From an optimization exercise on the open Yosys and OpenROAD flow, aimed at small area; shortcuts taken in it are not production practice. Only simulation tests tie the RTL to the original design; equivalence was not proved. Power figures rest on the tool's default switching activity, not on a simulated workload.

// processor_v3
module processor_v3
    #(  parameter DATA_DEP = 512,
        parameter PROG_ADDR_WID = 30,
        parameter DATA_ADDR_WID = 29
    )
    (
        input clk,
        input nrst,
        input [31:0] inst,
        input [63:0] rdata,
        output [31:0] pc,
        output [31:0] addr,
        output wr_en,
        output [63:0] wdata,
        output [7:0] wmask,
        output [63:0] ALUop1,
        output [63:0] ALUop2,
        output [63:0] ALUres,
        output [63:0] RFwrdata,
        output RFwren
    );
==> flow/config.mk <==
export PLATFORM = sky130hd
export DESIGN_NAME = processor_v3
export DESIGN_NICKNAME = processor_v3
export VERILOG_FILES = /design/flow/design.v
export SDC_FILE = /design/flow/constraint.sdc
export NUM_CORES = 8
export LEC_CHECK = 0
export CAP_MARGIN = 20
export CORE_MARGIN = 2
export CORE_UTILIZATION = 40
export PLACE_DENSITY = 0.7
export SLEW_MARGIN = 20
export SYNTH_HIERARCHICAL = 1
==> flow/constraint.sdc <==
create_clock -name core_clock -period 8.5 [get_ports {clk}]
set_input_delay 1.7000 -clock core_clock [delete_from_list [all_inputs] [get_ports {clk}]]
set_output_delay 1.7000 -clock core_clock [all_outputs]
set_load 0.01 [all_outputs]
standard.sh (not shown) runs the stock make flow with config.mk's settings and CLKGATE_MAP_FILE= SYNTH_SCRIPT=/design/flow/synth_recipe.tcl, a recipe that flattens the netlist after the stock synthesis.
==> flow/flow/run.sh <==
#!/bin/bash
# Layout: the standard flow (standard synthesis, floorplan, power grid,
# placement, CTS, routing), with three changes to how the layout is made:
#  - the port buffers are the platform's smallest buffer, buf_1, instead of
#    the one buffer_ports picks by default (clkdlybuf4s50_1);
#  - clock tree synthesis clusters the flip-flops into larger groups per
#    leaf buffer (clkbuf_8 only) and inserts no dummy loads.
# Every tool's output goes to the ORFS logs under orfs/logs/; make's own
# output goes to make_standard.log in this folder.
set -euo pipefail
export BUFFER_PORTS_ARGS="-buffer_cell sky130_fd_sc_hd__buf_1"
export CTS_ARGS="-sink_clustering_enable -repair_clock_nets -dont_use_dummy_load -sink_clustering_size 14 -sink_clustering_max_diameter 60 -buf_list sky130_fd_sc_hd__clkbuf_8"
bash standard.sh > make_standard.log 2>&1
==> next run, changes <==
--- a/flow/design.v
+++ b/flow/design.v
@@ -82,22 +82,38 @@
         for (k = 0; k < 10; k = k + 1) begin : g_t
             g_a222oi a(.a(s[3*k]), .b(d[3*k]), .c(s[3*k+1]), .d(d[3*k+1]),
                        .e(s[3*k+2]), .f(d[3*k+2]), .y(t[k]));
         end
     endgenerate
     g_nand2 n0(.a(s[30]), .b(d[30]), .y(t[10]));
     g_nand4 n1(.a(t[0]), .b(t[1]), .c(t[2]), .d(t[3]), .y(u[0]));
     g_nand4 n2(.a(t[4]), .b(t[5]), .c(t[6]), .d(t[7]), .y(u[1]));
     g_nand3 n3(.a(t[8]), .b(t[9]), .c(t[10]), .y(u[2]));
     g_or3 o(.a(u[0]), .b(u[1]), .c(u[2]), .y(y));
 endmodule
+module rf_dec(input [4:0] a, output [30:0] sel);
+    wire [3:0] hn;
+    wire [7:0] ln;
+    genvar h, l, k;
+    generate
+        for (h = 0; h < 4; h = h + 1) begin : g_h
+            assign hn[h] = a[4:3] != h;
+        end
+        for (l = 0; l < 8; l = l + 1) begin : g_l
+            assign ln[l] = a[2:0] != l;
+        end
+        for (k = 1; k < 32; k = k + 1) begin : g_k
+            g_nor2 n(.a(hn[k/8]), .b(ln[k%8]), .y(sel[k-1]));
+        end
+    endgenerate
+endmodule
 module proc_rf(
     input [31*64-1:0] d,
     input [30:0] sel,
     output [63:0] rdata
     );
     genvar j, k;
     generate
         for (j = 0; j < 64; j = j + 1) begin : g_bit
             wire [30:0] col;
             for (k = 0; k < 31; k = k + 1) begin : g_col
                 assign col[k] = d[64*k+j];
@@ -195,44 +211,50 @@
     assign wr_en = mem_wren;
     assign wdata = mem_wrdata;
     assign wmask = {{4{mem_wrmask[2]}}, {2{mem_wrmask[1]}}, {2{mem_wrmask[0]}}};
     assign ALUop1 = ALU_op1;
     assign ALUop2 = ALU_op2;
     assign ALUres = ALU_res;
     assign RFwrdata = RFi_wrdata;
     assign RFwren = RFi_wren;
     genvar gi, gj;
     wire [31*64-1:0] rf_q;
     wire [63:0] rf_wd = RFi_wrdata;
+    wire [3:0] wr_hn;
+    wire [7:0] wr_ln;
+    generate
+        for (gi = 0; gi < 4; gi = gi + 1) begin : g_wh
+            assign wr_hn[gi] = !(nrst & RFi_wren & (RFi_rd[4:3] == gi));
+        end
+        for (gi = 0; gi < 8; gi = gi + 1) begin : g_wl
+            assign wr_ln[gi] = RFi_rd[2:0] != gi;
+        end
+    endgenerate
     generate
         for (gi = 1; gi < 32; gi = gi + 1) begin : g_row
-            wire hit = RFi_wren & (RFi_rd == gi);
-            wire we = nrst & hit;
-            wire nwe = nrst & !hit;
+            wire we, nwe;
+            g_nor2 w(.a(wr_hn[gi/8]), .b(wr_ln[gi%8]), .y(we));
+            g_nor2 nw(.a(we), .b(!nrst), .y(nwe));
             wire [63:0] d;
             reg [63:0] q;
             for (gj = 0; gj < 64; gj = gj + 1) begin : g_b
                 g_a22o h(.a(we), .b(rf_wd[gj]), .c(nwe), .d(q[gj]), .y(d[gj]));
             end
             always @(posedge clk)
                 q <= d;
             assign rf_q[64*(gi-1) +: 64] = q;
         end
     endgenerate
     wire [30:0] sel1, sel2;
-    generate
-        for (gi = 1; gi < 32; gi = gi + 1) begin : g_sel
-            assign sel1[gi-1] = ID_inst[19:15] == gi;
-            assign sel2[gi-1] = ID_inst[24:20] == gi;
-        end
-    endgenerate
+    rf_dec D1(.a(ID_inst[19:15]), .sel(sel1));
+    rf_dec D2(.a(ID_inst[24:20]), .sel(sel2));
     proc_rf RP1(.d(rf_q), .sel(sel1), .rdata(RFo_rs1data));
     proc_rf RP2(.d(rf_q), .sel(sel2), .rdata(RFo_rs2data));
     wire [6:0] opc = {ID_inst[6:1], ID_inst[0] & ID_valid};
     wire [2:0] f3 = ID_inst[14:12];
     wire [6:0] f7 = ID_inst[31:25];
     wire is_ld   = opc == 7'b0000011;
     wire is_st   = opc == 7'b0100011;
     wire is_ar   = opc == 7'b0110011;
     wire is_ai   = opc == 7'b0010011;
     wire is_br   = opc == 7'b1100011;
     wire is_jal  = opc == 7'b1101111;
Effect: The changed run passed the timing, DRC and antenna checks. Wire length shrinks by a few percent. Combinational power shrinks by a few percent. Global-route usage shrinks by 1.6 points. Synthesized area barely changes. Count of clock-buffer cells in the layout shrinks by 1. Fmax grows by a few percent.

==> port drivers added, routing unchanged <==
No port has a modelled driver above. Below, the same layouts with a new extraction and two added sets of constraints. Step 1, drivers: a clkbuf_16 drives clk and a buf_2 each remaining input, both assumed. Step 2 times the ports against the registers' clock, not the clock port: input delays grow and output delays shrink by t, the midpoint of the rising clock arrivals with the driver on. a / b / c = no drivers / after step 1 / after step 2; a / b = the first two.
run	shift t [ns]	setup slack, ns	worst setup path after step 2	worst register clock-pin slew, ns	worst data-port slew with drivers (ns)
the first run	1.156	0.405 / 0.405 / 0.405	register to register	0.10 / 0.10	0.06
the second run	1.119	0.791 / 0.791 / 0.791	register to register	0.10 / 0.10	0.06
After both steps every run listed still meets setup and hold.
